Context: an optimization exercise on an open-source flow, tuned for a short achievable clock period and few clock cycles per item. The choices shown serve that exercise and are no tape-out recipe.
The RTL was checked by simulation tests, not by an equivalence proof against the original design.

File: flow/constraint.sdc
create_clock -name core_clock -period 135.0 [get_ports {clk}]
set_input_delay 27.0000 -clock core_clock [delete_from_list [all_inputs] [get_ports {clk}]]
set_output_delay 27.0000 -clock core_clock [all_outputs]
set_load 0.01 [all_outputs]
File: flow/design.v
`timescale 1ns / 1ps
module datapath_32(input clk,rst,
  output [31:0]imem_addr,input [31:0]imem_data,
  output [31:0]dmem_addr,output [31:0]dmem_wdata,output dmem_we,input [31:0]dmem_rdata,
  output halted,
  output retire_valid,output [31:0]retire_pc,output retire_we,output [4:0]retire_rd,output [31:0]retire_data);
reg [31:0] pc;
reg [31:0] ir, ir_pc;
reg        ir_v;
reg        stopped;
reg        rst_q;           
reg [31:0] R [0:31];
reg [31:0] HI, LO;
reg        m_v, m_we, m_load, m_hlt;
reg [4:0]  m_rd;
reg [31:0] m_pc, m_res;
reg [31:0] dm_addr, dm_wdata;
reg        dm_we;
reg        ret_v, ret_we, ret_hlt;
reg [4:0]  ret_rd;
reg [31:0] ret_pc, ret_data;
reg        halt_q;
assign imem_addr   = pc;
assign dmem_addr   = dm_addr;
assign dmem_wdata  = dm_wdata;
assign dmem_we     = dm_we;
assign halted      = halt_q;
assign retire_valid= ret_v;
assign retire_pc   = ret_pc;
assign retire_we   = ret_we;
assign retire_rd   = ret_rd;
assign retire_data = ret_data;
wire [5:0]  op  = ir[31:26];
wire [4:0]  rs  = ir[25:21];
wire [4:0]  rt  = ir[20:16];
wire [4:0]  rd  = ir[15:11];
wire [4:0]  sh  = ir[9:5];
wire [5:0]  fn  = ir[5:0];
wire [31:0] imm16 = {16'b0, ir[15:0]};
wire [31:0] imm21 = {11'b0, ir[20:0]};
wire op_r0  = op == 6'h00;
wire op_r1  = op == 6'h01;
wire op_r2  = op == 6'h02;
wire op_r   = op_r0 | op_r1 | op_r2;
wire op_imm = (op >= 6'h03 && op <= 6'h07) || op == 6'h2f;
wire op_lw  = op == 6'h08;
wire op_sw  = op == 6'h09;
wire op_li  = op == 6'h0a;
wire op_mov = op == 6'h0b;
wire op_lna = op == 6'h0c;
wire op_lui = op == 6'h19;
wire op_br  = op >= 6'h10 && op <= 6'h15;
wire op_j   = op == 6'h20;
wire op_jr  = op == 6'h21;
wire op_mfh = op == 6'h23;
wire op_mfl = op == 6'h24;
wire op_md  = op == 6'h38;
wire op_hlt = op == 6'h3f;
wire md_mul = op_md & (fn == 6'd1);
wire md_div = op_md & (fn == 6'd2);
wire r_mul  = op_r & (fn == 6'd9);
wire r_div  = op_r & (fn == 6'd10);
wire is_div = r_div | md_div;
wire use_rs = op_r | op_imm | op_lw | op_sw | op_br | op_jr | md_mul | md_div;
wire use_rt = op_r0 | op_r1 | op_sw | op_mov | op_br | md_mul | md_div;
wire [31:0] ra = R[rs];
wire [31:0] rb = R[rt];
wire [31:0] xa = ra;
wire [31:0] xb = op_r2 ? {27'b0, sh} : (op_imm ? imm16 : rb);
reg  [5:0]  af;
always @(*) begin
  case (op)
    6'h03: af = 6'd1;
    6'h04: af = 6'd2;
    6'h05: af = 6'd3;
    6'h06: af = 6'd4;
    6'h07: af = 6'd5;
    6'h2f: af = 6'h30;
    default: af = fn;
  endcase
end
wire [63:0] prod = xa * xb;
reg [31:0] alu;
always @(*) begin
  case (af)
    6'd1:  alu = xa + xb;
    6'd2:  alu = xa - xb;
    6'd3:  alu = xa & xb;
    6'd4:  alu = xa | xb;
    6'd5:  alu = xa ^ xb;
    6'd6:  alu = ~xa;
    6'd8:  alu = xa << xb;
    6'd9:  alu = prod[31:0];
    6'd11: alu = xa >> xb;
    6'h30: alu = {31'b0, xa < xb};
    default: alu = 32'b0;
  endcase
end
wire        dq_b0  = xb == 32'b0;
wire        dq_big = {4'b0, xa[31:4]} >= xb;
reg  [31:0] dq_r;
reg  [3:0]  dq_q;
reg  [32:0] dq_t;
integer qi;
always @(*) begin
  dq_r = {4'b0, xa[31:4]};
  for (qi = 3; qi >= 0; qi = qi - 1) begin
    dq_t = {dq_r, xa[qi]} - {1'b0, xb};
    if (!dq_t[32]) begin
      dq_r = dq_t[31:0];
      dq_q[qi] = 1'b1;
    end else begin
      dq_r = {dq_r[30:0], xa[qi]};
      dq_q[qi] = 1'b0;
    end
  end
end
reg        dv_run, dv_done;
reg [1:0]  dv_cnt;
reg [31:0] dv_a, dv_b, dv_r, dv_q;
wire       dv_c3 = {24'b0, xa[31:24]} >= xb;
wire       dv_c2 = {16'b0, xa[31:16]} >= xb;
wire       dv_c1 = {8'b0,  xa[31:8]}  >= xb;
reg [7:0]  dv_abits;
always @(*) begin
  case (dv_cnt)
    2'd3: dv_abits = dv_a[31:24];
    2'd2: dv_abits = dv_a[23:16];
    2'd1: dv_abits = dv_a[15:8];
    default: dv_abits = dv_a[7:0];
  endcase
end
reg [31:0] dv_rn;
reg [7:0]  dv_qb;
reg [32:0] dv_t;
integer di;
always @(*) begin
  dv_rn = dv_r;
  for (di = 7; di >= 0; di = di - 1) begin
    dv_t = {dv_rn, dv_abits[di]} - {1'b0, dv_b};
    if (!dv_t[32]) begin
      dv_rn = dv_t[31:0];
      dv_qb[di] = 1'b1;
    end else begin
      dv_rn = {dv_rn[30:0], dv_abits[di]};
      dv_qb[di] = 1'b0;
    end
  end
end
wire div_long = is_div & ~dq_b0 & dq_big;
wire [31:0] quot = dv_done ? dv_q : dq_b0 ? 32'hffffffff : {28'b0, dq_q};
wire [31:0] rem  = dv_done ? dv_r : dq_b0 ? xa : dq_r;
wire hz_m    = m_v & m_load & ((use_rs & (m_rd == rs)) | (use_rt & (m_rd == rt)));
wire stall_x = ir_v & (hz_m | (div_long & ~dv_done));
wire x_go    = ir_v & ~stall_x;
reg [31:0] x_res;
always @(*) begin
  if (op_r & is_div) x_res = quot;
  else if (op_r) x_res = alu;
  else if (op_li) x_res = imm21;
  else if (op_lui) x_res = {ir[15:0], 16'b0};
  else if (op_lna) x_res = ir_pc + 32'd4;
  else if (op_mov) x_res = rb;
  else if (op_mfh) x_res = HI;
  else if (op_mfl) x_res = LO;
  else x_res = alu;
end
wire x_gw   = op_r | op_imm | op_lw | op_li | op_mov | op_lna | op_lui | op_mfh | op_mfl;
wire [4:0] x_dst = (op_r0 | op_r2) ? rd : (op_r1 | op_imm | op_lw) ? rt : rs;
wire x_wnow  = x_go & x_gw & ~op_lw;
reg br_c;
always @(*) begin
  case (op[2:0])
    3'd0: br_c = ra == rb;
    3'd1: br_c = ra != rb;
    3'd2: br_c = ra > rb;
    3'd3: br_c = ra >= rb;
    3'd4: br_c = ra < rb;
    default: br_c = ra <= rb;
  endcase
end
wire [31:0] x_pc4  = ir_pc + 32'd4;
wire [31:0] x_brt  = x_pc4 + {14'b0, ir[15:0], 2'b00};
wire [31:0] x_jt   = {x_pc4[31:28], ir[25:0], 2'b00};
wire [31:0] x_next = (op_br & br_c) ? x_brt : op_jr ? ra : op_j ? x_jt : x_pc4;
wire redirect = x_go & ~op_hlt & (x_next != pc);
always @(posedge clk) begin
  if (rst) begin
    dv_run <= 1'b0;
    dv_done <= 1'b0;
  end else begin
    dv_run <= (ir_v & div_long & ~hz_m & ~dv_run & ~dv_done) | (dv_run & (dv_cnt != 2'd0));
    dv_done <= dv_run & (dv_cnt == 2'd0);
  end
end
always @(posedge clk) begin
  if (dv_run) begin
    dv_r <= dv_rn;
    dv_q <= {dv_q[23:0], dv_qb};
    dv_cnt <= dv_cnt - 2'd1;
  end else begin
    dv_a <= xa;
    dv_b <= xb;
    dv_r <= dv_c3 ? 32'b0 : dv_c2 ? {24'b0, xa[31:24]} : dv_c1 ? {16'b0, xa[31:16]} : {8'b0, xa[31:8]};
    dv_q <= 32'b0;
    dv_cnt <= dv_c3 ? 2'd3 : dv_c2 ? 2'd2 : dv_c1 ? 2'd1 : 2'd0;
  end
end
localparam NB = 8;
reg          bt_v   [0:NB-1];
reg  [29:0]  bt_tag [0:NB-1];
reg  [29:0]  bt_tgt [0:NB-1];
reg  [1:0]   bt_ctr [0:NB-1];
reg  [2:0]   bt_ptr;
reg          f_pred;
reg  [29:0]  f_ptgt;
integer bi;
always @(*) begin
  f_pred = 1'b0;
  f_ptgt = 30'b0;
  for (bi = 0; bi < NB; bi = bi + 1)
    if (bt_v[bi] && bt_tag[bi] == pc[31:2] && bt_ctr[bi][1]) begin
      f_pred = 1'b1;
      f_ptgt = f_ptgt | bt_tgt[bi];
    end
end
reg          x_bhit;
reg  [2:0]   x_bidx;
always @(*) begin
  x_bhit = 1'b0;
  x_bidx = 3'd0;
  for (bi = 0; bi < NB; bi = bi + 1)
    if (bt_v[bi] && bt_tag[bi] == ir_pc[31:2]) begin
      x_bhit = 1'b1;
      x_bidx = bi;
    end
end
wire x_ctl   = op_br | op_jr;
wire x_taken = x_next != x_pc4;
always @(posedge clk) begin
  if (rst_q) begin
    for (bi = 0; bi < NB; bi = bi + 1) bt_v[bi] <= 1'b0;
    bt_ptr <= 3'd0;
  end else if (x_go & x_ctl) begin
    if (x_bhit) begin
      if (x_taken) begin
        bt_tgt[x_bidx] <= x_next[31:2];
        if (bt_ctr[x_bidx] != 2'd3) bt_ctr[x_bidx] <= bt_ctr[x_bidx] + 2'd1;
      end else if (bt_ctr[x_bidx] != 2'd0) bt_ctr[x_bidx] <= bt_ctr[x_bidx] - 2'd1;
    end else if (x_taken) begin
      bt_v[bt_ptr] <= 1'b1;
      bt_tag[bt_ptr] <= ir_pc[31:2];
      bt_tgt[bt_ptr] <= x_next[31:2];
      bt_ctr[bt_ptr] <= 2'd2;
      bt_ptr <= bt_ptr + 3'd1;
    end
  end
end
wire        f_is_j = imem_data[31:26] == 6'b100000;
wire [31:0] pcp4   = pc + 32'd4;
wire [31:0] pc_seq = f_pred ? {f_ptgt, 2'b00} : pcp4;
wire [31:0] f_jt   = {pcp4[31:28], imem_data[25:0], 2'b00};
wire        halt_now = x_go & op_hlt;
wire        f_cap  = ~stopped & ~halt_now & ~redirect & ~stall_x;
always @(posedge clk) begin
  if (rst) begin
    pc <= 32'b0;
    ir_v <= 1'b0;
    stopped <= 1'b0;
  end else begin
    if (redirect) pc <= x_next;
    else if (f_cap) pc <= f_is_j ? f_jt : pc_seq;
    if (f_cap) ir_v <= 1'b1;
    else if (~stall_x) ir_v <= 1'b0;
    if (halt_now) stopped <= 1'b1;
  end
end
always @(posedge clk) begin
  if (f_cap) begin
    ir <= imem_data;
    ir_pc <= pc;
  end
end
always @(posedge clk) begin
  if (rst) begin
    m_v <= 1'b0;
    dm_we <= 1'b0;
  end else begin
    m_v <= x_go;
    dm_we <= x_go & op_sw;
  end
  rst_q <= rst;
  m_pc <= ir_pc;
  m_we <= x_gw;
  m_rd <= x_dst;
  m_res <= x_res;
  m_load <= op_lw & x_go;
  m_hlt <= op_hlt;
  dm_addr <= ra + imm16;
  dm_wdata <= rb;
end
wire m_gw = m_v & m_load;
integer k;
always @(posedge clk) begin
  for (k = 0; k < 32; k = k + 1) begin
    if (rst_q && k < 8) begin
      case (k)
        0: R[k] <= 32'd1;
        1: R[k] <= 32'd2;
        2: R[k] <= 32'hffffffff;
        3: R[k] <= 32'd4;
        4: R[k] <= 32'd5;
        5: R[k] <= 32'd6;
        6: R[k] <= 32'd7;
        default: R[k] <= 32'h22222222;
      endcase
    end else if (x_wnow && x_dst == k) R[k] <= x_res;
    else if (m_gw && m_rd == k) R[k] <= dmem_rdata;
  end
end
always @(posedge clk) begin
  if (rst_q) begin
    HI <= 32'h32;
    LO <= 32'h16;
  end else if (x_go & op_md) begin
    HI <= md_mul ? prod[63:32] : md_div ? rem : 32'b0;
    LO <= md_mul ? prod[31:0] : md_div ? quot : 32'b0;
  end
end
reg  m_rep;
wire m_wait = m_v & ~m_rep;
wire x_rep  = x_go & ~op_lw & ~m_wait;
always @(posedge clk) begin
  if (rst) begin
    ret_v <= 1'b0;
    halt_q <= 1'b0;
    m_rep <= 1'b0;
  end else begin
    ret_v <= m_wait | x_rep;
    m_rep <= x_rep;
    if (ret_v & ret_hlt) halt_q <= 1'b1;
  end
  if (m_wait) begin
    ret_pc <= m_pc;
    ret_we <= m_we;
    ret_rd <= m_rd;
    ret_data <= m_load ? dmem_rdata : m_res;
    ret_hlt <= m_hlt;
  end else begin
    ret_pc <= ir_pc;
    ret_we <= x_gw;
    ret_rd <= x_dst;
    ret_data <= x_res;
    ret_hlt <= op_hlt;
  end
end
endmodule
File: flow/standard.sh
#!/bin/bash
# synth_recipe.tcl (not shown) runs the flow's synth.tcl, then flattens the netlist and writes it again
# the make line also repeats each setting of config.mk as NAME=value (left out here)
make -C /OpenROAD-flow-scripts/flow DESIGN_CONFIG=/design/flow/config.mk WORK_HOME=/design/flow/orfs CLKGATE_MAP_FILE= SYNTH_SCRIPT=/design/flow/synth_recipe.tcl "${@:-finish}"
File: flow/config.mk
export PLATFORM = sky130hd
export DESIGN_NAME = datapath_32
export DESIGN_NICKNAME = datapath_32
export VERILOG_FILES = /design/flow/design.v
export SDC_FILE = /design/flow/constraint.sdc
export NUM_CORES = 8
export LEC_CHECK = 0
export CAP_MARGIN = 20
export CORE_MARGIN = 2
export CORE_UTILIZATION = 40
export SETUP_SLACK_MARGIN = 3
export SLEW_MARGIN = 20
File: flow/flow/run.sh
#!/bin/bash
# Layout flow: the standard ORFS flow (standard.sh, standard synthesis
# unchanged) with timing repair aimed well below the 135 ns constraint, so that
# repair_timing works on the real critical paths. The SDC is not changed.
set -euo pipefail
cd "$(dirname "$0")/.."
bash standard.sh SETUP_SLACK_MARGIN=107 finish > standard.log 2>&1
==> key figures <==
Timing
  • # setup viols final: 0
  • RSZ-0062 raised after global routing: true
  • Final min period: 28570 ps
  • Relative slew slack: 3.10%
  • Tcrit/Tclk final: 21.2%
  • Final WS setup: 106430 ps
  • Final Hold Viols: 0
  • Slew Limit Fails: 0
  • Worst-Margin Slew: 1450 ps
  • Achievable Freq: 35.0 MHz
  • TNS Setup: 0 ps
  • Clock Skew: 181 ps

Placement
  • Placement-stage cell area: 0.182 mm²
  • Hpwl dp: 633000 µm
  • Placer Congestion: 1.10
  • DP Worst Slack: 100450 ps
  • Buffers on Ports: 234

Synthesis
  • Count of cell types in the netlist: 121
  • Seq/Total Area, Yosys: 32.0%
  • Syn_nets: 21200
  • Synth top area cells: edfxtp_1, fa_1, dfxtp_1
  • Ys flop type: edfxtp_1
  • Post-synth EDFFs: 1392
  • Yosys top cell area share: 24.5%
  • YS warnings: 2
  • Mapped Area: 0.171 mm²
  • Register bit count reported by yosys: 2038
  • Area leader, netlist: edfxtp_1
  • Async set or reset register ratio after synthesis: 0%
  • Post-Syn Instances: 19300
  • Mapped Avg Cell Area: 8.86 µm²

Finish
  • Most flops, register: R
  • Multi-input logic area: 0.109 mm²
  • Register area: 0.0549 mm²
  • Final net count: 21300
  • Largest register FFs: 1024
  • Fillers: 40500
  • Most frequent cells in the layout: nand2_1, inv_1, edfxtp_1, nor2_1, o21ai_0
  • Share of layout cells above drive strength 1: 13.4%
  • Post-route cell area: 0.196 mm²
  • Layout area overhead: 14.9%
  • Top Registers: R (1024), bt_tag (240), bt_tgt (240)
  • Leading cell type in the layout, fill and taps excluded: nand2_1

CTS
  • CTS HTree Levels: 4
  • Root Driver: clkbuf_16
  • # hold bufs at CTS: 0
  • CTS tree: done
  • Cts bufs inserted: 236
  • Clock Path Buffers: 4
  • Clock-pin slew on the worst setup and hold paths: 70 ps
  • CTS Sinks: 2038
  • Skew-Pair Late Insertion Delay: 1110 ps

Worst setup path
  • Critical Path Max Stage Delay: 450 ps
  • WP data arrival: 1570 ps
  • CP Cell Sequence: buf_6
  • R2r setup slk: 106650 ps
  • Crit path capture type: output pin
  • Worst EP required: 108000 ps
  • Reg-to-Reg Start: dv_cnt[0]
  • Worst reg2reg endpoint: dv_r[9]
  • Slowest stage cell, crit path: dfxtp_4
  • R2r worst-path depth: 152
  • Cell family with most CP delay: flip-flops
  • CP Max Fanout: 1
  • Crit path buf inv count: 1
  • Critical path depth: 1
  • Critical path class: flip-flop to output pin
  • CP startpoint kind: flip-flop

Route
  • Routed wire length: 968000 µm
  • Initial DRC Count: 32000
  • Drt pass-1 iters: 12
  • Vias: 174000
  • Drt drc: 0
  • DR WL/cell: 38.2 µm
  • Antenna-violating nets left: 0
  • Vias per Instance: 6.84

Global route
  • First-pass GRT wire length: 1310000 µm
  • Total gr overflow: 0
  • Largest net degree at the start of global routing: 83
  • Vias in the first global route: 158000
  • Antenna violations before repair: 140
  • GRT Util Overall: 43.2%

Die
  • Cell Rows: 239
  • Die H: 657 µm
  • Full die area: 0.432 mm²
  • Die X: 657 µm
  • Core area: 0.424 mm²
  • IO Pins: 235
  • Initial core utilization: 40.3%

Hold path
  • HP Class: flip-flop to flip-flop
  • Min-delay src: dv_q[17]
  • Hold path depth: 1
  • Worst Hold End: dv_q[25]

Job
  • Max capacitance violation total: 0

Outcome
  • Status: complete, no violations
worst max-delay path by stage:
stage	start	end	slack, ps
after floorplan	imem_data[30]	pc[30]	106300
after global placement	dv_cnt[0]	dv_r[16]	100480
after detailed placement	dv_cnt[0]	dv_r[16]	100450
after CTS	pc[28]	imem_addr[28]	106410
after global routing	dv_cnt[0]	dv_r[31]	105630
final	dm_wdata[5]	dmem_wdata[5]	106430
Yosys cell counts (624+ instances only):
| cell type | count |
|---|---|
| edfxtp_1 | 1392 |
| nand2_1 | 2331 |
| nand3_1 | 768 |
| fa_1 | 912 |
| dfxtp_1 | 646 |
| inv_1 | 1488 |
| a21oi_1 | 966 |
| o21ai_0 | 1146 |
| nor2_1 | 1263 |
| ha_1 | 994 |
| clkbuf_1 | 1017 |
| a22oi_1 | 624 |
logic make-up after synthesis:
group / Yosys count / share of synthesized area [%]
muxes: 561 / 3.53
DFF: 2038 / 32.0
and+or+nand+nor: 6036 / 16.4
buffers and inverters: 2931 / 6.64
other: 1 / 0.00220
AOI/OAI and AO/OA: 4801 / 18.3
adders and majority gates: 1907 / 18.0
xor gates and xnor gates: 997 / 5.13
through the flow:
stage	hold slack, ps	std cells	util, %
CTS	396	25100	45.6
detailed placement	380	24500	43.0
finish	378	25400	46.2
global placement	376	24500	43.0
floorplan	392	19300	-
global route	403	25200	46.2
metal layers:
layer / part of all wire [%] / global-route usage, % / up-vias
met3: 15 / 20.1 / 5031
met2: 39 / 59.0 / 16000
li1: - / - / 68700
met1: 35 / 51.4 / 83700
met5: 0.24 / 5.13 / -
met4: 10 / 34.2 / 85
timing repair:
action                     4_1_cts  5_1_grt
resized for setup             1179      252
pin swaps                      113      137
buffers inserted               164       67
setup endpoints to repair      236      231
gates cloned                    22        7
area by class of cell:
class                   count  share of cell area, %
diodes                    196                  0.250
clock buffers             304                   3.36
clock inverters           139                  0.859
inverters                1513                   2.90
multi-input cells       14300                   55.4
flip-flops and latches   2038                   28.0
well taps                5663                   3.61
repair buffers           1217                   5.63
Testbench counts, summed over its fixed seeds: cycles 39,706, instrs 37,750.

## what the ideal ports hide
Ports are ideal in the flow. The routed layout listed here was re-timed in OpenROAD. Step 1 sets driving cells, clkbuf_16 on the clock port and buf_2 on the other inputs (assumed; they add their load-dependent delay and slew). Step 2 times the ports against the registers' clock, not the clock port: input delays grow and output delays shrink by t, the midpoint of the rising clock arrivals with the driver on. a / b / c = ideal ports / drivers / drivers and shift; a / b = the first two.
t, ns: 1.160
setup slack, ns: 106.430 / 106.286 / 105.790
latest minus earliest clock arrival (ns): 0.183 / 0.183
After both steps this run still meets setup and hold. The setup slack of this run moves by -0.144 ns with the drivers and by -0.640 ns with both steps.
